What follows belongs to an exercise in optimizing a design on an open flow for small area, a short achievable clock period and few clock cycles; a production flow would make more cautious choices. RTL that was checked went through simulation tests only; none was proved equivalent to the original. No functional check of the RTL was part of runs 1 and 2. Power and IR drop assume default switching activity.

===== design/flow/config.mk =====
export PLATFORM = sky130hd
export DESIGN_NAME = axi_slave_ram
export DESIGN_NICKNAME = axi_slave_ram
export VERILOG_FILES = /design/flow/design.v
export SDC_FILE = /design/flow/constraint.sdc
export NUM_CORES = 8
export LEC_CHECK = 0
export CAP_MARGIN = 20
export CORE_MARGIN = 2
export CORE_UTILIZATION = 50
export PLACE_DENSITY = 0.6
export SLEW_MARGIN = 20
export SYNTH_HIERARCHICAL = 1

===== design/flow/design.v =====
`timescale 1ns / 1ps
module axi_slave_ram #
(
    parameter C_AXI_ADDR_WIDTH = 9,
    parameter C_AXI_DATA_WIDTH = 32,
    parameter STRB_WIDTH = (C_AXI_DATA_WIDTH/8),
    parameter ID_WIDTH = 1,
    parameter PIPELINE_OUTPUT = 0
)
(
    input  wire                   clk,
    input  wire                   rst,
    input  wire [ID_WIDTH-1:0]    s_axi_awid,
    input  wire [C_AXI_ADDR_WIDTH-1:0]  s_axi_awaddr,
    input  wire [7:0]             s_axi_awlen,
    input  wire [2:0]             s_axi_awsize,
    input  wire [1:0]             s_axi_awburst,
    input  wire                   s_axi_awlock,
    input  wire [3:0]             s_axi_awcache,
    input  wire [2:0]             s_axi_awprot,
    input  wire                   s_axi_awvalid,
    output wire                   s_axi_awready,
    input  wire [C_AXI_DATA_WIDTH-1:0]  s_axi_wdata,
    input  wire [STRB_WIDTH-1:0]  s_axi_wstrb,
    input  wire                   s_axi_wlast,
    input  wire                   s_axi_wvalid,
    output wire                   s_axi_wready,
    output wire [ID_WIDTH-1:0]    s_axi_bid,
    output wire [1:0]             s_axi_bresp,
    output wire                   s_axi_bvalid,
    input  wire                   s_axi_bready,
    input  wire [ID_WIDTH-1:0]    s_axi_arid,
    input  wire [C_AXI_ADDR_WIDTH-1:0]  s_axi_araddr,
    input  wire [7:0]             s_axi_arlen,
    input  wire [2:0]             s_axi_arsize,
    input  wire [1:0]             s_axi_arburst,
    input  wire                   s_axi_arlock,
    input  wire [3:0]             s_axi_arcache,
    input  wire [2:0]             s_axi_arprot,
    input  wire                   s_axi_arvalid,
    output wire                   s_axi_arready,
    output wire [ID_WIDTH-1:0]    s_axi_rid,
    output wire [C_AXI_DATA_WIDTH-1:0]  s_axi_rdata,
    output wire [1:0]             s_axi_rresp,
    output wire                   s_axi_rlast,
    output wire                   s_axi_rvalid,
    input  wire                   s_axi_rready
);
localparam NWORDS = 128;
reg [31:0] mem [0:NWORDS-1];
reg                wc_v;           
reg [8:0]          wc_addr;
reg [1:0]          wc_size;
reg                wc_fixed;
reg [7:0]          wc_cnt;
reg [ID_WIDTH-1:0] wc_id;
reg                awq_v;          
reg [8:0]          awq_addr;
reg [1:0]          awq_size;
reg                awq_fixed;
reg [7:0]          awq_len;
reg [ID_WIDTH-1:0] awq_id;
reg                wq_v;           
reg [6:0]          wq_word;
reg [31:0]         wq_data;
reg [3:0]          wq_strb;
reg                bvalid_r;       
reg [ID_WIDTH-1:0] bid_r;
reg                bq1_v;
reg [ID_WIDTH-1:0] bq1_id;
reg                awready_r;
reg                wready_r;
assign s_axi_awready = awready_r;
assign s_axi_wready  = wready_r;
assign s_axi_bvalid  = bvalid_r;
assign s_axi_bid     = bid_r;
assign s_axi_bresp   = 2'b00;
wire aw_hs = s_axi_awvalid & awready_r;
wire w_hs  = s_axi_wvalid & wready_r;
wire b_hs  = bvalid_r & s_axi_bready;
wire w_last = (wc_cnt == 8'd0);
wire b_push = w_hs & w_last;
wire [1:0] awsize_c = (s_axi_awsize > 3'd2) ? 2'd2 : s_axi_awsize[1:0];
wire [8:0] wc_inc = (wc_size == 2'd0) ? 9'd1 : (wc_size == 2'd1) ? 9'd2 : 9'd4;
reg                wc_v_n;
reg [8:0]          wc_addr_n;
reg [1:0]          wc_size_n;
reg                wc_fixed_n;
reg [7:0]          wc_cnt_n;
reg [ID_WIDTH-1:0] wc_id_n;
reg                awq_v_n;
reg                bvalid_n, bq1_v_n;
reg [ID_WIDTH-1:0] bid_n, bq1_id_n;
wire wc_free = !wc_v | b_push;    
always @* begin
    wc_v_n = wc_v; wc_addr_n = wc_addr; wc_size_n = wc_size; wc_fixed_n = wc_fixed;
    wc_cnt_n = wc_cnt; wc_id_n = wc_id;
    awq_v_n = awq_v;
    if (w_hs && !w_last) begin
        if (!wc_fixed) wc_addr_n = wc_addr + wc_inc;
        wc_cnt_n = wc_cnt - 8'd1;
    end
    if (wc_free) begin
        if (awq_v) begin
            wc_v_n = 1'b1; wc_addr_n = awq_addr; wc_size_n = awq_size; wc_fixed_n = awq_fixed;
            wc_cnt_n = awq_len; wc_id_n = awq_id;
            awq_v_n = aw_hs;
        end else if (aw_hs) begin
            wc_v_n = 1'b1; wc_addr_n = s_axi_awaddr; wc_size_n = awsize_c;
            wc_fixed_n = (s_axi_awburst == 2'b00);
            wc_cnt_n = s_axi_awlen; wc_id_n = s_axi_awid;
        end else begin
            wc_v_n = 1'b0;
        end
    end else if (aw_hs) begin
        awq_v_n = 1'b1;
    end
    bvalid_n = bvalid_r; bid_n = bid_r; bq1_v_n = bq1_v; bq1_id_n = bq1_id;
    if (b_hs) begin
        bvalid_n = bq1_v; bid_n = bq1_id; bq1_v_n = 1'b0;
    end
    if (b_push) begin
        if (!bvalid_n) begin
            bvalid_n = 1'b1; bid_n = wc_id;
        end else begin
            bq1_v_n = 1'b1; bq1_id_n = wc_id;
        end
    end
end
always @(posedge clk) begin
    if (rst) begin
        wc_v <= 1'b0;
        awq_v <= 1'b0;
        wq_v <= 1'b0;
        bvalid_r <= 1'b0;
        bq1_v <= 1'b0;
        awready_r <= 1'b0;
        wready_r <= 1'b0;
    end else begin
        wc_v <= wc_v_n;
        awq_v <= awq_v_n;
        wq_v <= w_hs;
        bvalid_r <= bvalid_n;
        bq1_v <= bq1_v_n;
        awready_r <= !awq_v_n;
        wready_r <= wc_v_n && !(wc_cnt_n == 8'd0 && bvalid_n && bq1_v_n);
    end
    wc_addr <= wc_addr_n; wc_size <= wc_size_n; wc_fixed <= wc_fixed_n;
    wc_cnt <= wc_cnt_n; wc_id <= wc_id_n;
    bid_r <= bid_n; bq1_id <= bq1_id_n;
    if (aw_hs) begin
        awq_addr <= s_axi_awaddr; awq_size <= awsize_c; awq_fixed <= (s_axi_awburst == 2'b00);
        awq_len <= s_axi_awlen; awq_id <= s_axi_awid;
    end
    if (w_hs) begin
        wq_word <= wc_addr[8:2];
        wq_data <= s_axi_wdata;
        wq_strb <= s_axi_wstrb;
    end
end
genvar gi, gb;
generate
    for (gi = 0; gi < NWORDS; gi = gi + 1) begin : g_word
        wire wsel = wq_v && (wq_word == gi);
        for (gb = 0; gb < 4; gb = gb + 1) begin : g_byte
            always @(posedge clk) begin
                if (wsel && wq_strb[gb])
                    mem[gi][8*gb +: 8] <= wq_data[8*gb +: 8];
            end
        end
    end
endgenerate
reg                rc_v;
reg [8:0]          rc_addr;
reg [1:0]          rc_size;
reg                rc_fixed;
reg [7:0]          rc_cnt;
reg [ID_WIDTH-1:0] rc_id;
reg                arq_v;
reg [8:0]          arq_addr;
reg [1:0]          arq_size;
reg                arq_fixed;
reg [7:0]          arq_len;
reg [ID_WIDTH-1:0] arq_id;
reg                arready_r;
reg                rvalid_r;
reg [31:0]         rdata_r;
reg                rlast_r;
reg [ID_WIDTH-1:0] rid_r;
assign s_axi_arready = arready_r;
assign s_axi_rvalid  = rvalid_r;
assign s_axi_rdata   = rdata_r;
assign s_axi_rlast   = rlast_r;
assign s_axi_rid     = rid_r;
assign s_axi_rresp   = 2'b00;
wire ar_hs  = s_axi_arvalid & arready_r;
wire fetch  = rc_v & (!rvalid_r | s_axi_rready);
wire r_last = (rc_cnt == 8'd0);
wire rc_free = !rc_v | (fetch & r_last);
wire [1:0] arsize_c = (s_axi_arsize > 3'd2) ? 2'd2 : s_axi_arsize[1:0];
wire [8:0] rc_inc = (rc_size == 2'd0) ? 9'd1 : (rc_size == 2'd1) ? 9'd2 : 9'd4;
wire [6:0] rword = rc_addr[8:2];
wire [NWORDS-1:0] rsel;
genvar gs;
generate
    for (gs = 0; gs < NWORDS; gs = gs + 1) begin : g_rsel
        assign rsel[gs] = (rword == gs);
    end
endgenerate
wire [31:0] rd_mux;
genvar gj, gg;
generate
    for (gj = 0; gj < 32; gj = gj + 1) begin : g_rbit
        wire [43:0] l1;    
        wire [10:0] l2;    
        wire [2:0]  l3;    
        for (gg = 0; gg < 42; gg = gg + 1) begin : g_l1
            rm_aoi222 u (.a0(mem[3*gg][gj]), .s0(rsel[3*gg]),
                         .a1(mem[3*gg+1][gj]), .s1(rsel[3*gg+1]),
                         .a2(mem[3*gg+2][gj]), .s2(rsel[3*gg+2]), .y(l1[gg]));
        end
        rm_aoi22 u42 (.a0(mem[126][gj]), .s0(rsel[126]), .a1(mem[127][gj]), .s1(rsel[127]), .y(l1[42]));
        assign l1[43] = 1'b1;
        for (gg = 0; gg < 11; gg = gg + 1) begin : g_l2
            rm_nand4 u (.a(l1[4*gg]), .b(l1[4*gg+1]), .c(l1[4*gg+2]), .d(l1[4*gg+3]), .y(l2[gg]));
        end
        rm_nor4 u30 (.a(l2[0]), .b(l2[1]), .c(l2[2]), .d(l2[3]), .y(l3[0]));
        rm_nor4 u31 (.a(l2[4]), .b(l2[5]), .c(l2[6]), .d(l2[7]), .y(l3[1]));
        rm_nor3 u32 (.a(l2[8]), .b(l2[9]), .c(l2[10]), .y(l3[2]));
        rm_nand3 u4 (.a(l3[0]), .b(l3[1]), .c(l3[2]), .y(rd_mux[gj]));
    end
endgenerate
reg arq_v_n;
always @(posedge clk) begin
    if (rst) begin
        rc_v <= 1'b0;
        arq_v <= 1'b0;
        rvalid_r <= 1'b0;
        arready_r <= 1'b0;
    end else begin
        if (rc_free)
            rc_v <= arq_v | ar_hs;
        if (rc_free)
            arq_v <= arq_v & ar_hs;
        else if (ar_hs)
            arq_v <= 1'b1;
        arready_r <= !(rc_free ? (arq_v & ar_hs) : (arq_v | ar_hs));
        if (fetch)
            rvalid_r <= 1'b1;
        else if (s_axi_rready)
            rvalid_r <= 1'b0;
    end
    if (rc_free) begin
        if (arq_v) begin
            rc_addr <= arq_addr; rc_size <= arq_size; rc_fixed <= arq_fixed;
            rc_cnt <= arq_len; rc_id <= arq_id;
        end else begin
            rc_addr <= s_axi_araddr; rc_size <= arsize_c; rc_fixed <= (s_axi_arburst == 2'b00);
            rc_cnt <= s_axi_arlen; rc_id <= s_axi_arid;
        end
    end else if (fetch) begin
        if (!rc_fixed) rc_addr <= rc_addr + rc_inc;
        rc_cnt <= rc_cnt - 8'd1;
    end
    if (ar_hs) begin
        arq_addr <= s_axi_araddr; arq_size <= arsize_c; arq_fixed <= (s_axi_arburst == 2'b00);
        arq_len <= s_axi_arlen; arq_id <= s_axi_arid;
    end
    if (fetch) begin
        rdata_r <= rd_mux;
        rlast_r <= r_last;
        rid_r <= rc_id;
    end
end
endmodule
module rm_aoi222 (input wire a0, input wire s0, input wire a1, input wire s1,
                  input wire a2, input wire s2, output wire y);
    assign y = ~((a0 & s0) | (a1 & s1) | (a2 & s2));
endmodule
module rm_aoi22 (input wire a0, input wire s0, input wire a1, input wire s1, output wire y);
    assign y = ~((a0 & s0) | (a1 & s1));
endmodule
module rm_nand4 (input wire a, input wire b, input wire c, input wire d, output wire y);
    assign y = ~(a & b & c & d);
endmodule
module rm_nor4 (input wire a, input wire b, input wire c, input wire d, output wire y);
    assign y = ~(a | b | c | d);
endmodule
module rm_nor3 (input wire a, input wire b, input wire c, output wire y);
    assign y = ~(a | b | c);
endmodule
module rm_nand3 (input wire a, input wire b, input wire c, output wire y);
    assign y = ~(a & b & c);
endmodule

===== design/flow/constraint.sdc =====
create_clock -name core_clock -period 5.0 [get_ports {clk}]
set_input_delay 1.0000 -clock core_clock [delete_from_list [all_inputs] [get_ports {clk}]]
set_output_delay 1.0000 -clock core_clock [all_outputs]
set_load 0.01 [all_outputs]

===== design/flow/run.sh =====
#!/bin/bash
# synth_recipe.tcl (not shown) runs the flow's synth.tcl, then flattens the netlist and writes it again
# the make line also repeats each setting of config.mk as NAME=value (left out here)
make -C /OpenROAD-flow-scripts/flow DESIGN_CONFIG=/design/flow/config.mk WORK_HOME=/design/flow/orfs CLKGATE_MAP_FILE= SYNTH_SCRIPT=/design/flow/synth_recipe.tcl finish

==> results of run 1 <==
[critical path, cell delays in order (launching register included)]
cell and delay (ns):
sky130_fd_sc_hd__edfxtp_1 0.64, sky130_fd_sc_hd__nor2b_1 0.20, sky130_fd_sc_hd__nand3_1 0.61, sky130_fd_sc_hd__buf_4 0.31
sky130_fd_sc_hd__nor2_2 0.08, sky130_fd_sc_hd__buf_4 0.29, sky130_fd_sc_hd__a222oi_1 0.47, sky130_fd_sc_hd__nand4_1 0.54
sky130_fd_sc_hd__nor4_2 0.63, sky130_fd_sc_hd__nand3_1 0.27
[flip-flops by register name, indices dropped and copies added, names as in the netlist, 2 cells and up]
| register | cells |
|---|---|
| awq_addr | 9 |
| rdata_r | 32 |
| awq_len | 8 |
| awq_size | 2 |
| wc_size | 2 |
| wq_strb | 4 |
| rc_cnt | 8 |
| rc_addr | 9 |
| wq_word | 7 |
| wc_cnt | 8 |
| arq_len | 8 |
| arq_addr | 9 |
| mem | 4096 |
| arq_size | 2 |
| wq_data | 32 |
| rc_size | 2 |
| wc_addr | 9 |
[per-module statistics from Yosys, one instance, submodules excluded]
module | cells | area, um2
axi_slave_ram | 5476 | 135000
rm_aoi22 | 1 | 12.5
rm_aoi222 | 1 | 10.0
rm_nand3 | 1 | 5.00
rm_nand4 | 1 | 6.26
rm_nor3 | 1 | 10.0
rm_nor4 | 1 | 12.5
[final cells by class]
type                            instances  area [um2]  share of cell area
Clock buffer                          522       11100              0.0634
Antenna cell                           63         158            0.000903
Sequential cell                      4270      128000               0.733
Clock inverter                        250        2340              0.0134
Inverter                               20        75.1            0.000430
Multi-Input combinational cell       2898       24000               0.137
Timing Repair Buffer                  438        4030              0.0231
Tap cell                             3978        4980              0.0285
[cell usage in the layout (no fill, tap or decap), drive strengths merged, types with 5 or more instances in the layout]
master	synthesis	routed
nor4	66	66
bufinv	0	37
mux2	8	8
o21ai	22	22
inv	20	33
o22ai	7	7
nor3b	5	5
ha	9	9
clkbuf	170	522
or2	7	7
a21oi	33	33
nand2	47	47
xor2	11	11
nor3	42	42
conb	2	36
diode	0	63
buf	8	310
nand3b	5	5
nor2b	21	21
clkinvlp	0	8
clkinv	0	192
edfxtp	4241	4241
dfxtp	29	29
nand4	357	357
clkdlybuf4s50	0	128
a222oi	1344	1344
xnor2	11	11
and2	50	50
a22oi	32	32
a211oi	14	14
and3	467	467
nand3	49	49
nor2	198	198
mux2i	16	16
[power by group through the flow]
stage          Sequential [mW]  Combinational (mW)  Clock (mW)
3_5_place_dp              40.2                2.81           0
3_3_place_gp              40.2                2.76           0
6_report                  39.4                2.87        30.8
5_1_grt                   39.4                2.94        32.5
4_1_cts                   39.4                2.82        31.1
2_1_floorplan             40.2                1.00           0
[path summary, 6_finish.rpt]
kind         startpoint          end  slack, ns  cells past startpoint
max          rc_addr[5]  rdata_r[30]       0.61                      9
max reg2reg  rc_addr[5]  rdata_r[30]       0.61                      9
min reg2reg       rc_id        rid_r       0.43                      0
min               rc_id        rid_r       0.43                      0
[cell families (layout without fill, tap and decap cells)]
kind of cell / count (synthesis) / in the layout / share of synthesized area
mux: 24 / 24 / 0.00165
fa+ha+maj: 12 / 12 / 0.00107
other cells: 2 / 99 / 0.0000494
simple gates: 1332 / 1332 / 0.0540
xor+xnor: 22 / 22 / 0.00127
flops: 4270 / 4270 / 0.842
compound gates: 1472 / 1472 / 0.0952
buf+inv: 198 / 1230 / 0.00501
[layer usage]
| metal | global-route usage | share of wire | vias up |
|---|---|---|---|
| li1 | - | - | 35200 |
| met1 | 0.397 | 0.37 | 44400 |
| met2 | 0.433 | 0.46 | 5695 |
| met3 | 0.0619 | 0.12 | 704 |
| met4 | 0.115 | 0.040 | 12 |
| met5 | 0 | 0.00018 | - |
==> flow_metrics.env, run 1 <==
export IMPL_status="no timing/DRC/antenna violations"
export IMPL_final_max_slew_violation_count=0
export IMPL_yosys_cell_count_top_type="sky130_fd_sc_hd__edfxtp_1"
export IMPL_clkTransAtPathRegs_ns=0.06
export IMPL_globalplace_congestion=0.879
export IMPL_arrival_ns=5.03
export IMPL_post_cts_hold_buffer_count=0
export IMPL_power_switching_mw=15.5
export IMPL_filler_cell_count=22100
export IMPL_synth_largest_type_area_fraction=0.838
export IMPL_timing_fmax_mhz=228
export IMPL_clock_tree_buffer_depth=4
export IMPL_placed_area_um2=161000
export IMPL_critical_path_class="reg -> reg"
export IMPL_p_int_mw=57.6
export IMPL_synth_top_cells_by_count="sky130_fd_sc_hd__edfxtp_1 (4241), sky130_fd_sc_hd__a222oi_1 (1344), sky130_fd_sc_hd__and3_1 (467), sky130_fd_sc_hd__nand4_1 (357), sky130_fd_sc_hd__nor2_1 (198)"
export IMPL_timing_final_setup_violations=0
export IMPL_report_power_total_mw=73.1
export IMPL_synthTopCellsByArea="sky130_fd_sc_hd__edfxtp_1 (84%), sky130_fd_sc_hd__a222oi_1 (8.9%), sky130_fd_sc_hd__and3_1 (1.9%)"
export IMPL_path_max_fanout=32
export IMPL_synth_instances=7332
export IMPL_leakagePower_nw=55.6
export IMPL_portBuffers=128
export IMPL_design_portCount=150
export IMPL_via_count_of_the_first_global_routing_pass=82700
export IMPL_layout_area_overhead_vs_synth_pct=14.8
export IMPL_ctsRootBufferMaster="sky130_fd_sc_hd__clkbuf_16"
export IMPL_ys_warn_count=9
export IMPL_cts_buffers_inserted=422
export IMPL_die_height_um=555
export IMPL_power_combinational_fraction=0.039
export IMPL_final_net_count=8167
export IMPL_worst_pin_slew_ns=1.21
export IMPL_grt_use_total=0.283
export IMPL_hold_class="reg -> reg"
export IMPL_dr_total_vias=86000
export IMPL_async_s_r_ff_share_synth=0
export IMPL_floorplan_die_area_um2=308000
export IMPL_hold_viol=0
export IMPL_synth_enable_flop_cells=4241
export IMPL_synth_largest_area_cell="sky130_fd_sc_hd__edfxtp_1"
export IMPL_dp_hpwl_um=275000
export IMPL_dieWidth_um=555
export IMPL_power_density_nw_per_um2=419
export IMPL_layout_min_cycle_time_ns=4.39
export IMPL_clock_skew_final_ns=0.0598
export IMPL_dp_cells=11600
export IMPL_element_type_at_the_critical_path_start="register"
export IMPL_post_drt_wl_per_cell_um=35.8
export IMPL_switching_share=0.212
export IMPL_postRouteWirelength_um=446000
export IMPL_rsz0062_at_grt="false"
export IMPL_irDropWorstVdd_uv=330
export IMPL_rows=202
export IMPL_drv_cap=0
export IMPL_grt_antenna_before_repair=40
export IMPL_ys_flop_type="sky130_fd_sc_hd__edfxtp_1"
export IMPL_post_route_util=0.577
export IMPL_level_count_of_the_clock_h_tree=5
export IMPL_antenna_left=0
export IMPL_layout_drive_gt1_share=0.143
export IMPL_drt_pass1_iterations=14
export IMPL_power_frac_clock=0.422
export IMPL_endpoint_kind="register"
export IMPL_period_share=0.878
export IMPL_post_synth_num_cell_types=57
export IMPL_post_cts_resized_instances=0
export IMPL_final_setup_worst_slack_ns=0.610
export IMPL_worstPathRequired_ns=5.64
export IMPL_cts_tree="done"
export IMPL_numClockSinks=4270
export IMPL_worst_slew_slack_as_a_fraction_of_its_limit=0.190
export IMPL_synth_ff_latch_count=4270
export IMPL_fin_setup_tns_ns=0
export IMPL_globalRouteOverflowTotal=0
export IMPL_place_ws_ns=0.815
export IMPL_drc_violation_total_after_the_first_tritonroute_iteration=17800
export IMPL_clock_insertion_delay_worst_skew_ns=0.97
export IMPL_synth_seq_area_share=0.842
export IMPL_route_detailed_drc=0
export IMPL_post_cts_setup_buffer_count=0
export IMPL_post_route_cell_area_um2=175000
export IMPL_drt_vias_per_instance=6.91
export IMPL_floorplan_initialDensity=0.502
export IMPL_grt_pass1_wl_um=618000
export IMPL_netlist_area_um2=152000
export IMPL_grt_start_max_net_pins=129
export IMPL_power_sequential_fraction=0.539
export IMPL_fp_coreArea_um2=303000
export IMPL_finalHoldWorstSlack_ns=0.426
export IMPL_syn_mean_instance_area_um2=20.7
export IMPL_instances_no_fill=12400
==> run 2, diff against run 1 <==
--- a/design/flow/design.v
+++ b/design/flow/design.v
@@ -48,4 +48,5 @@
 );
 localparam NWORDS = 128;
+integer h;
 reg [31:0] mem [0:NWORDS-1];
 reg                wc_v;           
@@ -61,6 +62,6 @@
 reg [7:0]          awq_len;
 reg [ID_WIDTH-1:0] awq_id;
-reg                wq_v;           
-reg [6:0]          wq_word;
+reg [7:0]          wq_hi;
+reg [15:0]         wq_lo;
 reg [31:0]         wq_data;
 reg [3:0]          wq_strb;
@@ -132,5 +133,4 @@
         wc_v <= 1'b0;
         awq_v <= 1'b0;
-        wq_v <= 1'b0;
         bvalid_r <= 1'b0;
         bq1_v <= 1'b0;
@@ -140,5 +140,4 @@
         wc_v <= wc_v_n;
         awq_v <= awq_v_n;
-        wq_v <= w_hs;
         bvalid_r <= bvalid_n;
         bq1_v <= bq1_v_n;
@@ -153,17 +152,19 @@
         awq_len <= s_axi_awlen; awq_id <= s_axi_awid;
     end
-    if (w_hs) begin
-        wq_word <= wc_addr[8:2];
-        wq_data <= s_axi_wdata;
-        wq_strb <= s_axi_wstrb;
-    end
+    for (h = 0; h < 8; h = h + 1)
+        wq_hi[h] <= !rst && w_hs && (wc_addr[8:6] == h);
+    for (h = 0; h < 16; h = h + 1)
+        wq_lo[h] <= (wc_addr[5:2] == h);
+    wq_data <= s_axi_wdata;
+    wq_strb <= s_axi_wstrb;
 end
 genvar gi, gb;
 generate
     for (gi = 0; gi < NWORDS; gi = gi + 1) begin : g_word
-        wire wsel = wq_v && (wq_word == gi);
         for (gb = 0; gb < 4; gb = gb + 1) begin : g_byte
+            wire wen;
+            rm_and3 u_en (.a(wq_hi[gi / 16]), .b(wq_lo[gi % 16]), .c(wq_strb[gb]), .y(wen));
             always @(posedge clk) begin
-                if (wsel && wq_strb[gb])
+                if (wen)
                     mem[gi][8*gb +: 8] <= wq_data[8*gb +: 8];
             end
@@ -172,9 +173,11 @@
 endgenerate
 reg                rc_v;
-reg [8:0]          rc_addr;
+reg [1:0]          rc_off;
 reg [1:0]          rc_size;
 reg                rc_fixed;
 reg [7:0]          rc_cnt;
 reg [ID_WIDTH-1:0] rc_id;
+reg [31:0]         rs_lo;
+reg [3:0]          rs_hi;
 reg                arq_v;
 reg [8:0]          arq_addr;
@@ -183,9 +186,13 @@
 reg [7:0]          arq_len;
 reg [ID_WIDTH-1:0] arq_id;
+reg                s2_v;
+reg                s2_last;
+reg [ID_WIDTH-1:0] s2_id;
+reg [31:0]         p_n [0:3];
 reg                arready_r;
 reg                rvalid_r;
-reg [31:0]         rdata_r;
-reg                rlast_r;
-reg [ID_WIDTH-1:0] rid_r;
+wire [31:0]        rdata_r;
+wire               rlast_r;
+wire [ID_WIDTH-1:0] rid_r;
 assign s_axi_arready = arready_r;
 assign s_axi_rvalid  = rvalid_r;
@@ -194,46 +201,68 @@
 assign s_axi_rid     = rid_r;
 assign s_axi_rresp   = 2'b00;
-wire ar_hs  = s_axi_arvalid & arready_r;
-wire fetch  = rc_v & (!rvalid_r | s_axi_rready);
-wire r_last = (rc_cnt == 8'd0);
-wire rc_free = !rc_v | (fetch & r_last);
+wire ar_hs    = s_axi_arvalid & arready_r;
+wire out_free = !rvalid_r | s_axi_rready;
+wire s2_adv   = s2_v & out_free;
+wire fetch    = rc_v & (!s2_v | out_free);
+wire r_last   = (rc_cnt == 8'd0);
+wire rc_free  = !rc_v | (fetch & r_last);
 wire [1:0] arsize_c = (s_axi_arsize > 3'd2) ? 2'd2 : s_axi_arsize[1:0];
-wire [8:0] rc_inc = (rc_size == 2'd0) ? 9'd1 : (rc_size == 2'd1) ? 9'd2 : 9'd4;
-wire [6:0] rword = rc_addr[8:2];
-wire [NWORDS-1:0] rsel;
-genvar gs;
+wire rc_carry = !rc_fixed && ((rc_size == 2'd2) || (rc_size == 2'd1 && rc_off[1]) ||
+                              (rc_size == 2'd0 && rc_off == 2'd3));
+wire [1:0] rc_off_inc = (rc_size == 2'd0) ? rc_off + 2'd1 : (rc_size == 2'd1) ? rc_off + 2'd2 : rc_off;
+wire [8:0] new_addr = arq_v ? arq_addr : s_axi_araddr;
+wire [31:0] p_mux [0:3];
+genvar gj, gg, gk;
 generate
-    for (gs = 0; gs < NWORDS; gs = gs + 1) begin : g_rsel
-        assign rsel[gs] = (rword == gs);
+    for (gk = 0; gk < 4; gk = gk + 1) begin : g_grp
+        for (gj = 0; gj < 32; gj = gj + 1) begin : g_rbit
+            wire [11:0] l1;    
+            wire [2:0]  l2;    
+            for (gg = 0; gg < 10; gg = gg + 1) begin : g_l1
+                rm_aoi222 u (.a0(mem[32*gk+3*gg][gj]), .s0(rs_lo[3*gg]),
+                             .a1(mem[32*gk+3*gg+1][gj]), .s1(rs_lo[3*gg+1]),
+                             .a2(mem[32*gk+3*gg+2][gj]), .s2(rs_lo[3*gg+2]), .y(l1[gg]));
+            end
+            rm_aoi22 u10 (.a0(mem[32*gk+30][gj]), .s0(rs_lo[30]),
+                          .a1(mem[32*gk+31][gj]), .s1(rs_lo[31]), .y(l1[10]));
+            assign l1[11] = 1'b1;
+            rm_nand4 u20 (.a(l1[0]), .b(l1[1]), .c(l1[2]),  .d(l1[3]),  .y(l2[0]));
+            rm_nand4 u21 (.a(l1[4]), .b(l1[5]), .c(l1[6]),  .d(l1[7]),  .y(l2[1]));
+            rm_nand3 u22 (.a(l1[8]), .b(l1[9]), .c(l1[10]), .y(l2[2]));
+            rm_oai31 u3 (.a(l2[0]), .b(l2[1]), .c(l2[2]), .s(rs_hi[gk]), .y(p_mux[gk][gj]));
+        end
     end
 endgenerate
-wire [31:0] rd_mux;
-genvar gj, gg;
+wire [31:0] rdata_d = ~(p_n[0] & p_n[1] & p_n[2] & p_n[3]);
+reg  [31:0] rdata_q;
+reg         rlast_q;
+reg  [ID_WIDTH-1:0] rid_q;
+wire [31:0] rdata_nd;
+wire        rlast_nd;
+wire [ID_WIDTH-1:0] rid_nd;
+genvar go;
 generate
-    for (gj = 0; gj < 32; gj = gj + 1) begin : g_rbit
-        wire [43:0] l1;    
-        wire [10:0] l2;    
-        wire [2:0]  l3;    
-        for (gg = 0; gg < 42; gg = gg + 1) begin : g_l1
-            rm_aoi222 u (.a0(mem[3*gg][gj]), .s0(rsel[3*gg]),
-                         .a1(mem[3*gg+1][gj]), .s1(rsel[3*gg+1]),
-                         .a2(mem[3*gg+2][gj]), .s2(rsel[3*gg+2]), .y(l1[gg]));
-        end
-        rm_aoi22 u42 (.a0(mem[126][gj]), .s0(rsel[126]), .a1(mem[127][gj]), .s1(rsel[127]), .y(l1[42]));
-        assign l1[43] = 1'b1;
-        for (gg = 0; gg < 11; gg = gg + 1) begin : g_l2
-            rm_nand4 u (.a(l1[4*gg]), .b(l1[4*gg+1]), .c(l1[4*gg+2]), .d(l1[4*gg+3]), .y(l2[gg]));
-        end
-        rm_nor4 u30 (.a(l2[0]), .b(l2[1]), .c(l2[2]), .d(l2[3]), .y(l3[0]));
-        rm_nor4 u31 (.a(l2[4]), .b(l2[5]), .c(l2[6]), .d(l2[7]), .y(l3[1]));
-        rm_nor3 u32 (.a(l2[8]), .b(l2[9]), .c(l2[10]), .y(l3[2]));
-        rm_nand3 u4 (.a(l3[0]), .b(l3[1]), .c(l3[2]), .y(rd_mux[gj]));
+    for (go = 0; go < 32; go = go + 1) begin : g_rdata
+        rm_mux2 u (.s(s2_adv), .a0(rdata_q[go]), .a1(rdata_d[go]), .y(rdata_nd[go]));
+    end
+    for (go = 0; go < ID_WIDTH; go = go + 1) begin : g_rid
+        rm_mux2 u (.s(s2_adv), .a0(rid_q[go]), .a1(s2_id[go]), .y(rid_nd[go]));
     end
 endgenerate
-reg arq_v_n;
+rm_mux2 u_rlast (.s(s2_adv), .a0(rlast_q), .a1(s2_last), .y(rlast_nd));
+always @(posedge clk) begin
+    rdata_q <= rdata_nd;
+    rlast_q <= rlast_nd;
+    rid_q <= rid_nd;
+end
+assign rdata_r = rdata_q;
+assign rlast_r = rlast_q;
+assign rid_r = rid_q;
+integer k;
 always @(posedge clk) begin
     if (rst) begin
         rc_v <= 1'b0;
         arq_v <= 1'b0;
+        s2_v <= 1'b0;
         rvalid_r <= 1'b0;
         arready_r <= 1'b0;
@@ -242,9 +271,13 @@
             rc_v <= arq_v | ar_hs;
         if (rc_free)
-            arq_v <= arq_v & ar_hs;
+            arq_v <= 1'b0;
         else if (ar_hs)
             arq_v <= 1'b1;
-        arready_r <= !(rc_free ? (arq_v & ar_hs) : (arq_v | ar_hs));
+        arready_r <= !(rc_free ? 1'b0 : (arq_v | ar_hs));
         if (fetch)
+            s2_v <= 1'b1;
+        else if (s2_adv)
+            s2_v <= 1'b0;
+        if (s2_adv)
             rvalid_r <= 1'b1;
         else if (s_axi_rready)
@@ -252,14 +285,24 @@
     end
     if (rc_free) begin
+        rc_off <= new_addr[1:0];
         if (arq_v) begin
-            rc_addr <= arq_addr; rc_size <= arq_size; rc_fixed <= arq_fixed;
-            rc_cnt <= arq_len; rc_id <= arq_id;
+            rc_size <= arq_size; rc_fixed <= arq_fixed; rc_cnt <= arq_len; rc_id <= arq_id;
         end else begin
-            rc_addr <= s_axi_araddr; rc_size <= arsize_c; rc_fixed <= (s_axi_arburst == 2'b00);
+            rc_size <= arsize_c; rc_fixed <= (s_axi_arburst == 2'b00);
             rc_cnt <= s_axi_arlen; rc_id <= s_axi_arid;
         end
+        for (h = 0; h < 32; h = h + 1)
+            rs_lo[h] <= (new_addr[6:2] == h);
+        for (h = 0; h < 4; h = h + 1)
+            rs_hi[h] <= (new_addr[8:7] == h);
     end else if (fetch) begin
-        if (!rc_fixed) rc_addr <= rc_addr + rc_inc;
         rc_cnt <= rc_cnt - 8'd1;
+        if (!rc_fixed)
+            rc_off <= rc_off_inc;
+        if (rc_carry) begin
+            rs_lo <= {rs_lo[30:0], rs_lo[31]};
+            if (rs_lo[31])
+                rs_hi <= {rs_hi[2:0], rs_hi[3]};
+        end
     end
     if (ar_hs) begin
@@ -268,7 +311,8 @@
     end
     if (fetch) begin
-        rdata_r <= rd_mux;
-        rlast_r <= r_last;
-        rid_r <= rc_id;
+        for (k = 0; k < 4; k = k + 1)
+            p_n[k] <= p_mux[k];
+        s2_last <= r_last;
+        s2_id <= rc_id;
     end
 end
@@ -284,11 +328,14 @@
     assign y = ~(a & b & c & d);
 endmodule
-module rm_nor4 (input wire a, input wire b, input wire c, input wire d, output wire y);
-    assign y = ~(a | b | c | d);
-endmodule
-module rm_nor3 (input wire a, input wire b, input wire c, output wire y);
-    assign y = ~(a | b | c);
-endmodule
 module rm_nand3 (input wire a, input wire b, input wire c, output wire y);
     assign y = ~(a & b & c);
 endmodule
+module rm_and3 (input wire a, input wire b, input wire c, output wire y);
+    assign y = a & b & c;
+endmodule
+module rm_oai31 (input wire a, input wire b, input wire c, input wire s, output wire y);
+    assign y = ~((a | b | c) & s);
+endmodule
+module rm_mux2 (input wire s, input wire a0, input wire a1, output wire y);
+    assign y = s ? a1 : a0;
+endmodule
--- a/design/flow/config.mk
+++ b/design/flow/config.mk
@@ -8,6 +8,9 @@
 export CAP_MARGIN = 20
 export CORE_MARGIN = 2
-export CORE_UTILIZATION = 50
-export PLACE_DENSITY = 0.6
+export CORE_UTILIZATION = 60
+export CTS_CLUSTER_DIAMETER = 150
+export CTS_CLUSTER_SIZE = 30
+export PLACE_DENSITY = 0.7
+export SETUP_SLACK_MARGIN = 2.6
 export SLEW_MARGIN = 20
 export SYNTH_HIERARCHICAL = 1
==> flow_metrics.env, run 2 <==
export IMPL_max_stage_delay_ns=0.66
export IMPL_fp_coreArea_um2=260000
export IMPL_instances_no_fill=11600
export IMPL_layout_area_overhead_vs_synth_pct=8.96
export IMPL_clkTransAtPathRegs_ns=0.12
export IMPL_floorplan_initialDensity=0.604
export IMPL_rsz0062_at_grt="true"
export IMPL_arrival_ns=3.19
export IMPL_period_share=0.503
export IMPL_synth_enable_flop_cells=4323
export IMPL_post_cts_hold_buffer_count=0
export IMPL_die_height_um=516
export IMPL_report_power_total_mw=66.2
export IMPL_timing_final_setup_violations=0
export IMPL_hold_viol=0
export IMPL_netlist_area_um2=157000
export IMPL_path_cells="buf_12, a222oi_1, nand4_1, o31ai_2"
export IMPL_final_net_count=8026
export IMPL_status="finished with violations"
export IMPL_grt_use_total=0.318
export IMPL_design_portCount=150
export IMPL_irDropWorstVdd_uv=405
export IMPL_path_max_fanout=97
export IMPL_layout_min_cycle_time_ns=2.51
export IMPL_worst_slew_slack_as_a_fraction_of_its_limit=0.167
export IMPL_portBuffers=128
export IMPL_element_type_at_the_critical_path_start="register"
export IMPL_dp_cells=11100
export IMPL_syn_mean_instance_area_um2=21.3
export IMPL_endpoint_kind="register"
export IMPL_async_s_r_ff_share_synth=0
export IMPL_postRouteWirelength_um=435000
export IMPL_worst_pin_slew_ns=1.24
export IMPL_ctsRootBufferMaster="sky130_fd_sc_hd__clkbuf_16"
export IMPL_grt_antenna_before_repair=31
export IMPL_post_synth_num_cell_types=64
export IMPL_fin_setup_tns_ns=0
export IMPL_final_max_slew_violation_count=0
export IMPL_floorplan_die_area_um2=266000
export IMPL_numClockSinks=4446
export IMPL_ys_warn_count=11
export IMPL_rows=187
export IMPL_synth_top_cells_by_count="sky130_fd_sc_hd__edfxtp_1 (4323), sky130_fd_sc_hd__a222oi_1 (1280), sky130_fd_sc_hd__and3_1 (514), sky130_fd_sc_hd__nand4_1 (288), sky130_fd_sc_hd__nand3_1 (136)"
export IMPL_synth_instances=7386
export IMPL_antenna_left=1
export IMPL_timing_fmax_mhz=398
export IMPL_synth_ff_latch_count=4446
export IMPL_via_count_of_the_first_global_routing_pass=82300
export IMPL_cts_tree="done"
export IMPL_synth_largest_area_cell="sky130_fd_sc_hd__edfxtp_1"
export IMPL_clock_skew_final_ns=0.0403
export IMPL_power_density_nw_per_um2=387
export IMPL_hold_class="reg -> reg"
export IMPL_dr_total_vias=87500
export IMPL_ys_flop_type="sky130_fd_sc_hd__edfxtp_1"
export IMPL_layout_drive_gt1_share=0.115
export IMPL_drt_pass1_iterations=15
export IMPL_top_register_by_number_of_flip_flops="mem"
export IMPL_cts_buffers_inserted=166
export IMPL_route_detailed_drc=0
export IMPL_post_route_util=0.658
export IMPL_top_regs="mem: 4096 flops, p_n: 128 flops"
export IMPL_synth_seq_area_share=0.842
export IMPL_final_common_cell="sky130_fd_sc_hd__edfxtp_1"
export IMPL_failed_layout_checks="antenna violations"
export IMPL_dieWidth_um=516
export IMPL_critical_path_class="reg -> reg"
export IMPL_post_drt_wl_per_cell_um=37.5
export IMPL_grt_start_max_net_pins=130
export IMPL_synthTopCellsByArea="sky130_fd_sc_hd__edfxtp_1 (83%), sky130_fd_sc_hd__a222oi_1 (8.2%), sky130_fd_sc_hd__and3_1 (2.0%)"
export IMPL_yosys_cell_count_top_type="sky130_fd_sc_hd__edfxtp_1"
export IMPL_synth_largest_type_area_fraction=0.826
export IMPL_mostFrequentLayoutCells="sky130_fd_sc_hd__edfxtp_1 (4323), sky130_fd_sc_hd__a222oi_1 (1280), sky130_fd_sc_hd__and3_1 (514), sky130_fd_sc_hd__nand4_1 (288), sky130_fd_sc_hd__clkbuf_16 (178)"
export IMPL_leakagePower_nw=52.8
export IMPL_globalplace_congestion=0.834
export IMPL_drt_vias_per_instance=7.54
export IMPL_dp_hpwl_um=232000
export IMPL_grt_pass1_wl_um=598000
export IMPL_clock_insertion_delay_worst_skew_ns=0.87
export IMPL_largest_register_ffs=4096
export IMPL_worst_path_max_delay_cell="sky130_fd_sc_hd__a222oi_1"
export IMPL_clock_tree_buffer_depth=3
export IMPL_drv_cap=0
export IMPL_drc_violation_total_after_the_first_tritonroute_iteration=19100
export IMPL_globalRouteOverflowTotal=0
export IMPL_level_count_of_the_clock_h_tree=4
export IMPL_worstPathRequired_ns=5.68
-- run 2: cell type report --
cell class                 count  area [um2]
antenna                       73         183
clock buffer                 276        4670
clock inverter                11         133
fill                       16700       88800
inverter                      15        70.1
multi-input combinational   2897       24900
sequential                  4446      133000
tap                         3496        4370
timing repair buffer         387        4200
-- run 2: logic make-up (layout without fill, tap and decap cells) --
kind of cell               after synthesis  in the layout  synth area share
DFF                                   4446           4446             0.842
AOI/OAI and AO/OA                     1669           1669             0.108
and+or+nand+nor                       1145           1147            0.0425
muxes                                   57             57           0.00479
buffers and inverters                   48            689           0.00139
xor gates and xnor gates                13             13          0.000725
adders and majority gates                7              7          0.000605
other                                    1             77         0.0000239
-- run 2: path summary, 6_finish.rpt --
check	cells past startpoint	startpoint	slack [ns]	end
worst max-delay path	4	rs_lo[13]	2.49	p_n[0][8]
worst min-delay path	0	rc_id	0.46	s2_id
worst max register to register	4	rs_lo[13]	2.49	p_n[0][8]
worst min register to register	0	rc_id	0.46	s2_id
-- run 2: per-layer routing --
layer | share of wire | vias up | GRT usage
li1 | - | 35100 | -
met4 | 0.039 | 12 | 0.121
met5 | 0.00018 | - | 0
met3 | 0.14 | 731 | 0.0654
met2 | 0.48 | 6642 | 0.500
met1 | 0.35 | 45000 | 0.443
-- run 2: critical path, delay by kind of cell (launching register included) --
kind | cells | cell delay [ns]
compound gates | 2 | 1.01
buf+inv | 1 | 0.25
flops | 1 | 0.51
simple gates | 1 | 0.22
-- run 2: per-stage QoR --
stage                     setup slack (ns)  cell area (um2)  hold slack, ns
after floorplan                      0.371           157000           0.400
after global placement                1.58           164000           0.403
after detailed placement              1.52           164000           0.433
after CTS                             2.41           170000           0.460
after global routing                  2.48           171000           0.466
final                                 2.49           171000           0.457
-- run 2: modules after synthesis (local to each module, per instance) --
module         cell area [um2]  flops+latches
rm_aoi222                 10.0              0
rm_nand3                  5.00              0
rm_oai31                  12.5              0
rm_nand4                  6.26              0
axi_slave_ram           135000           4446
rm_aoi22                  12.5              0
rm_mux2                   15.0              0
rm_and3                   6.26              0
-- run 2: power breakdown --
part | total, mW | internal [mW] | switching (mW) | leakage (nW)
Combinational | 7.16 | 2.14 | 5.02 | 10.5
Clock | 17.1 | 6.54 | 10.5 | 2.29
Sequential | 42.0 | 41.2 | 0.800 | 40.0
Total | 66.2 | 49.8 | 16.4 | 52.8
-- run 2: repair_timing --
item | CTS | global route
endpoints found under the setup margin | 550 | 186
gates cloned | 10 | 8
setup buffers | 68 | 21
gates resized for setup | 267 | 57
pin swaps | 22 | 56
==> run 3, diff against run 2 <==
--- a/design/flow/design.v
+++ b/design/flow/design.v
@@ -55,4 +55,5 @@
 reg                wc_fixed;
 reg [7:0]          wc_cnt;
+reg                wc_last;        
 reg [ID_WIDTH-1:0] wc_id;
 reg                awq_v;          
@@ -80,5 +81,5 @@
 wire w_hs  = s_axi_wvalid & wready_r;
 wire b_hs  = bvalid_r & s_axi_bready;
-wire w_last = (wc_cnt == 8'd0);
+wire w_last = wc_last;
 wire b_push = w_hs & w_last;
 wire [1:0] awsize_c = (s_axi_awsize > 3'd2) ? 2'd2 : s_axi_awsize[1:0];
@@ -147,4 +148,5 @@
     wc_addr <= wc_addr_n; wc_size <= wc_size_n; wc_fixed <= wc_fixed_n;
     wc_cnt <= wc_cnt_n; wc_id <= wc_id_n;
+    wc_last <= (wc_cnt_n == 8'd0);
     bid_r <= bid_n; bq1_id <= bq1_id_n;
     if (aw_hs) begin
@@ -177,4 +179,5 @@
 reg                rc_fixed;
 reg [7:0]          rc_cnt;
+reg                rc_last;        
 reg [ID_WIDTH-1:0] rc_id;
 reg [31:0]         rs_lo;
@@ -205,5 +208,5 @@
 wire s2_adv   = s2_v & out_free;
 wire fetch    = rc_v & (!s2_v | out_free);
-wire r_last   = (rc_cnt == 8'd0);
+wire r_last   = rc_last;
 wire rc_free  = !rc_v | (fetch & r_last);
 wire [1:0] arsize_c = (s_axi_arsize > 3'd2) ? 2'd2 : s_axi_arsize[1:0];
@@ -292,4 +295,5 @@
             rc_cnt <= s_axi_arlen; rc_id <= s_axi_arid;
         end
+        rc_last <= arq_v ? (arq_len == 8'd0) : (s_axi_arlen == 8'd0);
         for (h = 0; h < 32; h = h + 1)
             rs_lo[h] <= (new_addr[6:2] == h);
@@ -298,4 +302,5 @@
     end else if (fetch) begin
         rc_cnt <= rc_cnt - 8'd1;
+        rc_last <= (rc_cnt == 8'd1);
         if (!rc_fixed)
             rc_off <= rc_off_inc;
@@ -331,7 +336,4 @@
     assign y = ~(a & b & c);
 endmodule
-module rm_and3 (input wire a, input wire b, input wire c, output wire y);
-    assign y = a & b & c;
-endmodule
 module rm_oai31 (input wire a, input wire b, input wire c, input wire s, output wire y);
     assign y = ~((a | b | c) & s);
@@ -340,2 +342,5 @@
     assign y = s ? a1 : a0;
 endmodule
+module rm_and3 (input wire a, input wire b, input wire c, output wire y);
+    assign y = a & b & c;
+endmodule
--- a/design/flow/config.mk
+++ b/design/flow/config.mk
@@ -9,6 +9,6 @@
 export CORE_MARGIN = 2
 export CORE_UTILIZATION = 60
-export CTS_CLUSTER_DIAMETER = 150
-export CTS_CLUSTER_SIZE = 30
+export CTS_CLUSTER_DIAMETER = 120
+export CTS_CLUSTER_SIZE = 25
 export PLACE_DENSITY = 0.7
 export SETUP_SLACK_MARGIN = 2.6
==> flow_metrics.env, run 3 <==
export IMPL_hold_viol=0
export IMPL_floorplan_die_area_um2=266000
export IMPL_ys_flop_type="sky130_fd_sc_hd__edfxtp_1"
export IMPL_leakagePower_nw=53.1
export IMPL_antenna_left=0
export IMPL_top_register_by_number_of_flip_flops="mem"
export IMPL_dp_hpwl_um=232000
export IMPL_drv_cap=0
export IMPL_mostFrequentLayoutCells="sky130_fd_sc_hd__edfxtp_1 (4324), sky130_fd_sc_hd__a222oi_1 (1280), sky130_fd_sc_hd__and3_1 (514), sky130_fd_sc_hd__nand4_1 (292), sky130_fd_sc_hd__clkbuf_16 (208)"
export IMPL_element_type_at_the_critical_path_start="register"
export IMPL_max_stage_delay_ns=0.53
export IMPL_rsz0062_at_grt="true"
export IMPL_synth_instances=7366
export IMPL_ys_warn_count=11
export IMPL_fp_coreArea_um2=260000
export IMPL_synth_largest_type_area_fraction=0.827
export IMPL_layout_area_overhead_vs_synth_pct=9.36
export IMPL_synth_top_cells_by_count="sky130_fd_sc_hd__edfxtp_1 (4324), sky130_fd_sc_hd__a222oi_1 (1280), sky130_fd_sc_hd__and3_1 (514), sky130_fd_sc_hd__nand4_1 (292), sky130_fd_sc_hd__nand3_1 (131)"
export IMPL_synth_seq_area_share=0.843
export IMPL_final_net_count=8023
export IMPL_numClockSinks=4448
export IMPL_worst_path_dominant_cell_family="compound AO/OA/AOI/OAI gates"
export IMPL_rows=187
export IMPL_synth_largest_area_cell="sky130_fd_sc_hd__edfxtp_1"
export IMPL_timing_final_setup_violations=0
export IMPL_arrival_ns=3.19
export IMPL_power_density_nw_per_um2=394
export IMPL_cts_tree="done"
export IMPL_fin_setup_tns_ns=0
export IMPL_synth_enable_flop_cells=4324
export IMPL_synth_ff_latch_count=4448
export IMPL_dieWidth_um=516
export IMPL_drt_pass1_iterations=14
export IMPL_clock_insertion_delay_worst_skew_ns=0.90
export IMPL_irDropWorstVdd_uv=451
export IMPL_grt_antenna_before_repair=42
export IMPL_level_count_of_the_clock_h_tree=4
export IMPL_grt_pass1_wl_um=591000
export IMPL_post_drt_wl_per_cell_um=37.7
export IMPL_synthTopCellsByArea="sky130_fd_sc_hd__edfxtp_1 (83%), sky130_fd_sc_hd__a222oi_1 (8.2%), sky130_fd_sc_hd__and3_1 (2.0%)"
export IMPL_finalHoldWorstSlack_ns=0.433
export IMPL_worst_slew_slack_as_a_fraction_of_its_limit=0.155
export IMPL_timing_fmax_mhz=399
export IMPL_via_count_of_the_first_global_routing_pass=82500
export IMPL_layout_min_cycle_time_ns=2.51
export IMPL_ff_latch_area_um2=133000
export IMPL_clock_skew_final_ns=0.0355
export IMPL_globalplace_congestion=0.812
export IMPL_status="no timing/DRC/antenna violations"
export IMPL_worst_pin_slew_ns=1.27
export IMPL_portBuffers=128
export IMPL_path_max_fanout=16
export IMPL_post_synth_num_cell_types=67
export IMPL_syn_mean_instance_area_um2=21.3
export IMPL_filler_cell_count=16700
export IMPL_die_height_um=516
export IMPL_async_s_r_ff_share_synth=0
export IMPL_layout_drive_gt1_share=0.113
export IMPL_final_common_cell="sky130_fd_sc_hd__edfxtp_1"
export IMPL_design_portCount=150
export IMPL_hold_class="reg -> reg"
export IMPL_postRouteWirelength_um=439000
export IMPL_clock_tree_buffer_depth=3
export IMPL_worstPathRequired_ns=5.68
export IMPL_netlist_area_um2=157000
export IMPL_drc_violation_total_after_the_first_tritonroute_iteration=20800
export IMPL_globalRouteOverflowTotal=0
export IMPL_drt_vias_per_instance=7.53
export IMPL_endpoint_kind="register"
export IMPL_buffer_and_inverter_count_on_the_worst_path=3
export IMPL_largest_register_ffs=4096
export IMPL_grt_use_total=0.313
export IMPL_path_cells="buf_8, buf_4, buf_12, a222oi_1, nand4_1, o31ai_2"
export IMPL_multi_input_comb_area_um2=24800
export IMPL_route_detailed_drc=0
export IMPL_ctsRootBufferMaster="sky130_fd_sc_hd__clkbuf_16"
export IMPL_yosys_cell_count_top_type="sky130_fd_sc_hd__edfxtp_1"
export IMPL_final_max_slew_violation_count=0
export IMPL_period_share=0.502
export IMPL_grt_start_max_net_pins=130
export IMPL_critical_path_class="reg -> reg"
export IMPL_worst_path_max_delay_cell="sky130_fd_sc_hd__a222oi_1"
export IMPL_clkTransAtPathRegs_ns=0.11
export IMPL_dr_total_vias=87700
export IMPL_floorplan_initialDensity=0.604
export IMPL_top_regs="mem: 4096 flops, p_n: 128 flops"
export IMPL_cts_buffers_inserted=195
run 3: cell count changes in the layout (fill, tap and decap cells not counted), moves of 11 or more:
cell,before,now
sky130_fd_sc_hd__o31ai_1,22,4
sky130_fd_sc_hd__buf_6,25,57
sky130_fd_sc_hd__o21ai_0,16,31
sky130_fd_sc_hd__diode_2,73,126
sky130_fd_sc_hd__buf_4,172,158
sky130_fd_sc_hd__a22o_1,0,17
sky130_fd_sc_hd__buf_2,30,5
sky130_fd_sc_hd__clkbuf_16,178,208
sky130_fd_sc_hd__o31ai_4,16,27
sky130_fd_sc_hd__o31ai_2,128,101
run 3: area by class of cell:
class,count,area share
clock inverters,5,0.000226
multi-input cells,2873,0.144
clock buffers,311,0.0317
repair buffers,373,0.0238
diodes,126,0.00184
inverters,18,0.000393
flip-flops and latches,4448,0.772
well taps,3496,0.0255
run 3: cells by family (layout without fill, tap and decap cells):
logic type	after synthesis	after routing	share of synthesized area
AND/OR/NAND/NOR	1125	1126	0.0421
XOR/XNOR	21	21	0.00117
AO/OA/AOI/OAI	1653	1653	0.107
multiplexers	61	61	0.00505
buffers and inverters	49	707	0.00138
flip-flops	4448	4448	0.843
other	1	130	0.0000239
adder cells (fa/ha/maj)	8	8	0.000685
run 3: path summary, 6_finish.rpt:
kind	from	to	slack (ns)	depth (start not counted)
max	rs_lo[18]	p_n[3][5]	2.49	6
min	rc_id	s2_id	0.43	0
max reg2reg	rs_lo[18]	p_n[3][5]	2.49	6
min reg2reg	rc_id	s2_id	0.43	0
run 3: timing repair:
| action | CTS | global route |
|---|---|---|
| endpoints found under the hold margin | 0 | 0 |
| pin swaps | 34 | 87 |
| hold buffers | 0 | 0 |
| setup endpoints to repair | 938 | 550 |
| gates resized for setup | 279 | 74 |
| buffers inserted | 57 | 22 |
| gates cloned | 3 | 13 |
run 3: power breakdown:
group	total, mW	switching [mW]	internal (mW)
clock	18.2	10.7	7.52
sequential	42.1	0.933	41.2
combinational	7.35	5.16	2.19
run 3: per-module statistics from Yosys (local to each module, per instance), a selection:
| module | cell area, um2 | cells |
|---|---|---|
| axi_slave_ram | 135000 | 4900 |
| rm_mux2 | 15.0 | 1 |
| rm_aoi22 | 12.5 | 1 |
| rm_oai31 | 12.5 | 1 |
| rm_aoi222 | 10.0 | 1 |
| rm_nand4 | 6.26 | 1 |
| rm_nand3 | 5.00 | 1 |
run 3: per-stage QoR:
| step | power [mW] | instances | worst slack (ns) | area, um2 | utilization |
|---|---|---|---|---|---|
| after global placement | 49.3 | 11100 | 1.46 | 164000 | 0.632 |
| after CTS | 67.2 | 11500 | 2.50 | 171000 | 0.657 |
| after global routing | 69.1 | 11500 | 2.52 | 171000 | 0.659 |
| after floorplan | 45.9 | 7369 | 0.371 | 157000 | - |
| final | 67.7 | 11700 | 2.49 | 172000 | 0.661 |
| after detailed placement | 49.4 | 11100 | 1.46 | 164000 | 0.632 |
run 3: routing by layer:
metal / track usage / vias up / routed length (um)
li1: - / 35100 / -
met1: 0.457 / 44700 / 152000
met2: 0.478 / 7208 / 204000
met3: 0.0688 / 645 / 70700
met4: 0.0985 / 10 / 11800
met5: 0 / - / 100
Testbench counts of run 3, summed over its fixed seeds: cycles 11,739.
==> run 4, diff against run 3 <==
--- a/design/flow/design.v
+++ b/design/flow/design.v
@@ -49,5 +49,17 @@
 localparam NWORDS = 128;
 integer h;
-reg [31:0] mem [0:NWORDS-1];
+reg [31:0] ra [0:NWORDS/2-1];
+reg [31:0] rb [0:NWORDS/2-1];
+reg        ph;
+wire [31:0] mem [0:NWORDS-1];
+genvar gp;
+generate
+    for (gp = 0; gp < NWORDS/2; gp = gp + 1) begin : g_phys
+        assign mem[2*gp]   = ra[gp];
+        assign mem[2*gp+1] = rb[gp];
+    end
+endgenerate
+always @(posedge clk)
+    ph <= !ph;
 reg                wc_v;           
 reg [8:0]          wc_addr;
@@ -63,8 +75,15 @@
 reg [7:0]          awq_len;
 reg [ID_WIDTH-1:0] awq_id;
+reg                wq_v;
 reg [7:0]          wq_hi;
-reg [15:0]         wq_lo;
+reg [7:0]          wq_lo;
+reg                wq_w0;
 reg [31:0]         wq_data;
 reg [3:0]          wq_strb;
+reg                wq2_v;
+reg [7:0]          wq2_hi;
+reg [7:0]          wq2_lo;
+reg [31:0]         wq2_data;
+reg [3:0]          wq2_strb;
 reg                bvalid_r;       
 reg [ID_WIDTH-1:0] bid_r;
@@ -144,5 +163,6 @@
         bq1_v <= bq1_v_n;
         awready_r <= !awq_v_n;
-        wready_r <= wc_v_n && !(wc_cnt_n == 8'd0 && bvalid_n && bq1_v_n);
+        wready_r <= wc_v_n && !(wc_cnt_n == 8'd0 && bvalid_n && bq1_v_n) &&
+                    !(w_hs && (wc_addr_n[2] == wc_addr[2]));
     end
     wc_addr <= wc_addr_n; wc_size <= wc_size_n; wc_fixed <= wc_fixed_n;
@@ -156,20 +176,38 @@
     for (h = 0; h < 8; h = h + 1)
         wq_hi[h] <= !rst && w_hs && (wc_addr[8:6] == h);
-    for (h = 0; h < 16; h = h + 1)
-        wq_lo[h] <= (wc_addr[5:2] == h);
+    for (h = 0; h < 8; h = h + 1)
+        wq_lo[h] <= (wc_addr[5:3] == h);
+    wq_v <= !rst && w_hs;
+    wq_w0 <= wc_addr[2];
     wq_data <= s_axi_wdata;
     wq_strb <= s_axi_wstrb;
+    wq2_v <= wq_v && wq_defer;
+    wq2_hi <= wq_hi & {8{wq_defer}};
+    wq2_lo <= wq_lo;
+    wq2_data <= wq_data;
+    wq2_strb <= wq_strb;
 end
-genvar gi, gb;
+wire       wq_defer = wq_w0 == ph;
+wire [7:0] ws_hi    = wq2_hi | (wq_hi & {8{!wq_defer}});
+wire [7:0] ws_lo    = wq2_v ? wq2_lo : wq_lo;
+wire [3:0] ws_strb  = wq2_v ? wq2_strb : wq_strb;
+wire [31:0] ws_data = wq2_v ? wq2_data : wq_data;
+genvar gi, gb, gt;
 generate
-    for (gi = 0; gi < NWORDS; gi = gi + 1) begin : g_word
+    for (gi = 0; gi < NWORDS/2; gi = gi + 1) begin : g_pair
+        wire [31:0] na;
         for (gb = 0; gb < 4; gb = gb + 1) begin : g_byte
-            wire wen;
-            rm_and3 u_en (.a(wq_hi[gi / 16]), .b(wq_lo[gi % 16]), .c(wq_strb[gb]), .y(wen));
-            always @(posedge clk) begin
-                if (wen)
-                    mem[gi][8*gb +: 8] <= wq_data[8*gb +: 8];
+            wire wen, wen_n;
+            rm_and3  u_en  (.a(ws_hi[gi / 8]), .b(ws_lo[gi % 8]), .c(ws_strb[gb]), .y(wen));
+            rm_nand3 u_enn (.a(ws_hi[gi / 8]), .b(ws_lo[gi % 8]), .c(ws_strb[gb]), .y(wen_n));
+            for (gt = 0; gt < 8; gt = gt + 1) begin : g_bit
+                rm_ao22 u_m (.a0(wen), .a1(ws_data[8*gb+gt]), .b0(wen_n), .b1(rb[gi][8*gb+gt]),
+                             .y(na[8*gb+gt]));
             end
         end
+        always @(posedge clk) begin
+            ra[gi] <= na;
+            rb[gi] <= ra[gi];
+        end
     end
 endgenerate
@@ -181,4 +219,5 @@
 reg                rc_last;        
 reg [ID_WIDTH-1:0] rc_id;
+reg                rc_w0;          
 reg [31:0]         rs_lo;
 reg [3:0]          rs_hi;
@@ -296,6 +335,7 @@
         end
         rc_last <= arq_v ? (arq_len == 8'd0) : (s_axi_arlen == 8'd0);
+        rc_w0 <= new_addr[2];
         for (h = 0; h < 32; h = h + 1)
-            rs_lo[h] <= (new_addr[6:2] == h);
+            rs_lo[h] <= ({new_addr[6:3], new_addr[2] ^ !ph} == h);
         for (h = 0; h < 4; h = h + 1)
             rs_hi[h] <= (new_addr[8:7] == h);
@@ -306,7 +346,20 @@
             rc_off <= rc_off_inc;
         if (rc_carry) begin
-            rs_lo <= {rs_lo[30:0], rs_lo[31]};
-            if (rs_lo[31])
-                rs_hi <= {rs_hi[2:0], rs_hi[3]};
+            rc_w0 <= !rc_w0;
+            if (rc_w0) begin
+                rs_lo <= {rs_lo[29:0], rs_lo[31:30]};
+                if (rs_lo[31] | rs_lo[30])
+                    rs_hi <= {rs_hi[2:0], rs_hi[3]};
+            end
+        end else begin
+            for (h = 0; h < 16; h = h + 1) begin
+                rs_lo[2*h]   <= rs_lo[2*h+1];
+                rs_lo[2*h+1] <= rs_lo[2*h];
+            end
+        end
+    end else begin
+        for (h = 0; h < 16; h = h + 1) begin
+            rs_lo[2*h]   <= rs_lo[2*h+1];
+            rs_lo[2*h+1] <= rs_lo[2*h];
         end
     end
@@ -345,2 +398,5 @@
     assign y = a & b & c;
 endmodule
+module rm_ao22 (input wire a0, input wire a1, input wire b0, input wire b1, output wire y);
+    assign y = (a0 & a1) | (b0 & b1);
+endmodule
==> flow_metrics.env, run 4 <==
export IMPL_floorplan_die_area_um2=230000
export IMPL_grt_pass1_wl_um=645000
export IMPL_timing_final_setup_violations=0
export IMPL_drv_cap=0
export IMPL_design_portCount=150
export IMPL_filler_cell_count=16000
export IMPL_top_regs="ra: 2048 flops, rb: 2048 flops, p_n: 128 flops"
export IMPL_hold_class="reg -> reg"
export IMPL_grt_antenna_before_repair=27
export IMPL_worst_slew_slack_as_a_fraction_of_its_limit=0.233
export IMPL_dp_hpwl_um=245000
export IMPL_post_synth_num_cell_types=74
export IMPL_timing_fmax_mhz=390
export IMPL_synth_seq_area_share=0.681
export IMPL_clock_insertion_delay_worst_skew_ns=0.91
export IMPL_path_max_fanout=32
export IMPL_leakagePower_nw=55.0
export IMPL_clock_skew_final_ns=0.0302
export IMPL_async_s_r_ff_share_synth=0
export IMPL_final_max_slew_violation_count=0
export IMPL_element_type_at_the_critical_path_start="register"
export IMPL_final_net_count=10300
export IMPL_drt_vias_per_instance=7.65
export IMPL_layout_area_overhead_vs_synth_pct=11.8
export IMPL_irDropWorstVdd_uv=301
export IMPL_fp_coreArea_um2=225000
export IMPL_yosys_cell_count_top_type="sky130_fd_sc_hd__dfxtp_1"
export IMPL_synth_enable_flop_cells=229
export IMPL_arrival_ns=3.29
export IMPL_rows=174
export IMPL_level_count_of_the_clock_h_tree=4
export IMPL_worstPathRequired_ns=5.72
export IMPL_synth_largest_type_area_fraction=0.630
export IMPL_drc_violation_total_after_the_first_tritonroute_iteration=19500
export IMPL_fin_setup_tns_ns=0
export IMPL_power_switching_mw=14.8
export IMPL_die_height_um=479
export IMPL_dieWidth_um=479
export IMPL_layout_drive_gt1_share=0.115
export IMPL_power_sequential_fraction=0.624
export IMPL_endpoint_kind="register"
export IMPL_ys_warn_count=13
export IMPL_p_int_mw=45.4
export IMPL_layout_min_cycle_time_ns=2.56
export IMPL_synth_top_cells_by_count="sky130_fd_sc_hd__dfxtp_1 (4268), sky130_fd_sc_hd__a22o_1 (2048), sky130_fd_sc_hd__a222oi_1 (1280), sky130_fd_sc_hd__nand3_1 (388), sky130_fd_sc_hd__nand4_1 (290)"
export IMPL_dr_total_vias=101000
export IMPL_synth_instances=9538
export IMPL_post_drt_wl_per_cell_um=36.0
export IMPL_drt_pass1_iterations=14
export IMPL_timing_reg2reg_worst_path_depth=5
export IMPL_final_setup_worst_slack_ns=2.44
export IMPL_portBuffers=128
export IMPL_grt_use_total=0.369
export IMPL_globalplace_congestion=0.851
export IMPL_cts_tree="done"
export IMPL_place_ws_ns=1.33
export IMPL_power_frac_clock=0.306
export IMPL_finalHoldWorstSlack_ns=0.328
export IMPL_timing_hold_worst_path_depth=0
export IMPL_clkTransAtPathRegs_ns=0.10
export IMPL_report_power_total_mw=60.2
export IMPL_postRouteWirelength_um=476000
export IMPL_clock_tree_buffer_depth=3
export IMPL_critical_path_class="reg -> reg"
export IMPL_mostFrequentLayoutCells="sky130_fd_sc_hd__dfxtp_1 (4223), sky130_fd_sc_hd__a22o_1 (2048), sky130_fd_sc_hd__a222oi_1 (1280), sky130_fd_sc_hd__nand4_1 (290), sky130_fd_sc_hd__nand3_1 (263)"
export IMPL_netlist_area_um2=136000
export IMPL_route_detailed_drc=0
export IMPL_globalRouteOverflowTotal=0
export IMPL_power_combinational_fraction=0.071
export IMPL_floorplan_initialDensity=0.604
export IMPL_synth_largest_area_cell="sky130_fd_sc_hd__dfxtp_1"
export IMPL_numClockSinks=4497
export IMPL_final_common_cell="sky130_fd_sc_hd__dfxtp_1"
export IMPL_via_count_of_the_first_global_routing_pass=98400
export IMPL_worst_pin_slew_ns=1.15
export IMPL_post_cts_hold_buffer_count=0
export IMPL_switching_share=0.246
export IMPL_power_density_nw_per_um2=397
export IMPL_synthTopCellsByArea="sky130_fd_sc_hd__dfxtp_1 (63%), sky130_fd_sc_hd__a22o_1 (13%), sky130_fd_sc_hd__a222oi_1 (9.4%)"
export IMPL_grt_start_max_net_pins=131
export IMPL_period_share=0.513
export IMPL_hold_viol=0
export IMPL_cts_buffers_inserted=197
export IMPL_ctsRootBufferMaster="sky130_fd_sc_hd__clkbuf_16"
export IMPL_ff_latch_area_um2=92400
export IMPL_ys_flop_type="sky130_fd_sc_hd__dfxtp_1"
export IMPL_status="no timing/DRC/antenna violations"
export IMPL_syn_mean_instance_area_um2=14.2
export IMPL_rsz0062_at_grt="true"
export IMPL_synth_ff_latch_count=4497
export IMPL_multi_input_comb_area_um2=44800
export IMPL_antenna_left=0
-- run 4: cell families (layout without fill, tap and decap cells) --
kind of cell             count (synthesis)  count (layout)  synth area share
AO/OA/AOI/OAI                         3711            3717             0.256
XOR/XNOR                                27              27           0.00174
adder cells (fa/ha/maj)                  9               9          0.000867
buffers and inverters                   53             710           0.00200
flip-flops                            4497            4497             0.681
multiplexers                           136             151            0.0119
other                                    1              29         0.0000276
AND/OR/NAND/NOR                       1104            1105            0.0465
-- run 4: path summary, 6_finish.rpt --
path | endpoint | from | slack (ns)
min | rb[17][28] | ra[17][28] | 0.33
max reg2reg | p_n[2][26] | rs_lo[9] | 2.44
min reg2reg | rb[17][28] | ra[17][28] | 0.33
max | p_n[2][26] | rs_lo[9] | 2.44
-- run 4: Yosys stat by module, one instance, submodules excluded --
module	flip-flops and latches	times used	cells
rm_aoi22	0	128	1
rm_nand3	0	384	1
rm_mux2	0	34	1
rm_aoi222	0	1280	1
rm_nand4	0	256	1
rm_ao22	0	2048	1
rm_oai31	0	128	1
axi_slave_ram	4497	1	5024
rm_and3	0	256	1
-- run 4: final cells by class --
| class | count | share of cell area |
|---|---|---|
| sequential | 4497 | 0.609 |
| tap | 2992 | 0.0247 |
| clock inverter | 11 | 0.000759 |
| inverter | 17 | 0.000520 |
| multi-input combinational | 5013 | 0.296 |
| antenna | 25 | 0.000413 |
| timing repair buffer | 430 | 0.0340 |
| clock buffer | 252 | 0.0346 |
-- run 4: critical path, stage by stage, from the launching register on --
cell and delay, ns:
sky130_fd_sc_hd__edfxtp_1 0.49, sky130_fd_sc_hd__buf_4 0.24, sky130_fd_sc_hd__buf_6 0.32, sky130_fd_sc_hd__a222oi_1 0.76, sky130_fd_sc_hd__nand4_1 0.22, sky130_fd_sc_hd__o31ai_2 0.31
-- run 4: through the flow --
step / instance area, um2 / std cells / utilization
after floorplan: 136000 / 9541 / -
after global placement: 142000 / 12800 / 0.633
after detailed placement: 142000 / 12800 / 0.633
after CTS: 149000 / 13100 / 0.665
after global routing: 152000 / 13200 / 0.675
final: 152000 / 13200 / 0.675
-- run 4: metal layers --
layer,vias to the layer above,wire [um],track usage
li1,41900,-,-
met5,-,275,0
met2,7417,206000,0.560
met4,14,27500,0.172
met3,1266,65300,0.0828
met1,50700,177000,0.502
-- run 4: power groups by stage --
stage               Combinational (mW)  Clock (mW)  Sequential (mW)
floorplan                         1.22           0             38.4
detailed placement                3.22           0             38.3
finish                            4.25        18.4             37.6
global placement                  3.17           0             38.2
global route                      4.20        19.7             37.6
CTS                               3.64        18.4             37.5
-- run 4: repair_timing --
action,CTS,global route
gates resized for setup,434,223
pin swaps,28,41
setup buffers,51,58
cloned,15,41
endpoints found under the setup margin,2213,1756
Testbench counts of run 4, summed over its fixed seeds: cycles 12,407.

-- what the ideal ports hide --
Ports are ideal in the flow. The routed layouts listed here were re-timed in OpenROAD. Step 1 sets driving cells, clkbuf_16 on the clock port and buf_2 on the other inputs (assumed; they add their load-dependent delay and slew). Step 2 moves the port delays by t, midway between the first and last clock arrival at a register: inputs arrive t later, outputs are due t later. That takes back most of the time a late clock gives input paths. Slacks: ideal ports / drivers / drivers and shift; pairs: ideal ports / drivers.
| run | shift t [ns] | setup slack, ns | hold slack, ns | clock arrival spread, ns | slew at the worst register clock pin (ns) |
|---|---|---|---|---|---|
| run 1 | 1.045 | 0.610 / 0.610 / 0.610 | 0.426 / 0.426 / 0.426 | 0.070 / 0.070 | 0.07 / 0.07 |
| run 2 | 0.956 | 2.486 / 2.486 / 1.753 | 0.457 / 0.457 / 0.457 | 0.046 / 0.046 | 0.12 / 0.12 |
| run 3 | 0.982 | 2.492 / 2.483 / 1.772 | 0.433 / 0.433 / 0.433 | 0.044 / 0.044 | 0.11 / 0.11 |
| run 4 | 0.994 | 2.437 / 2.437 / 1.747 | 0.328 / 0.328 / 0.328 | 0.039 / 0.039 | 0.11 / 0.11 |
For run 2, which loses most, drivers alone change the setup slack by 0.000 ns; drivers and shift together by -0.733 ns.
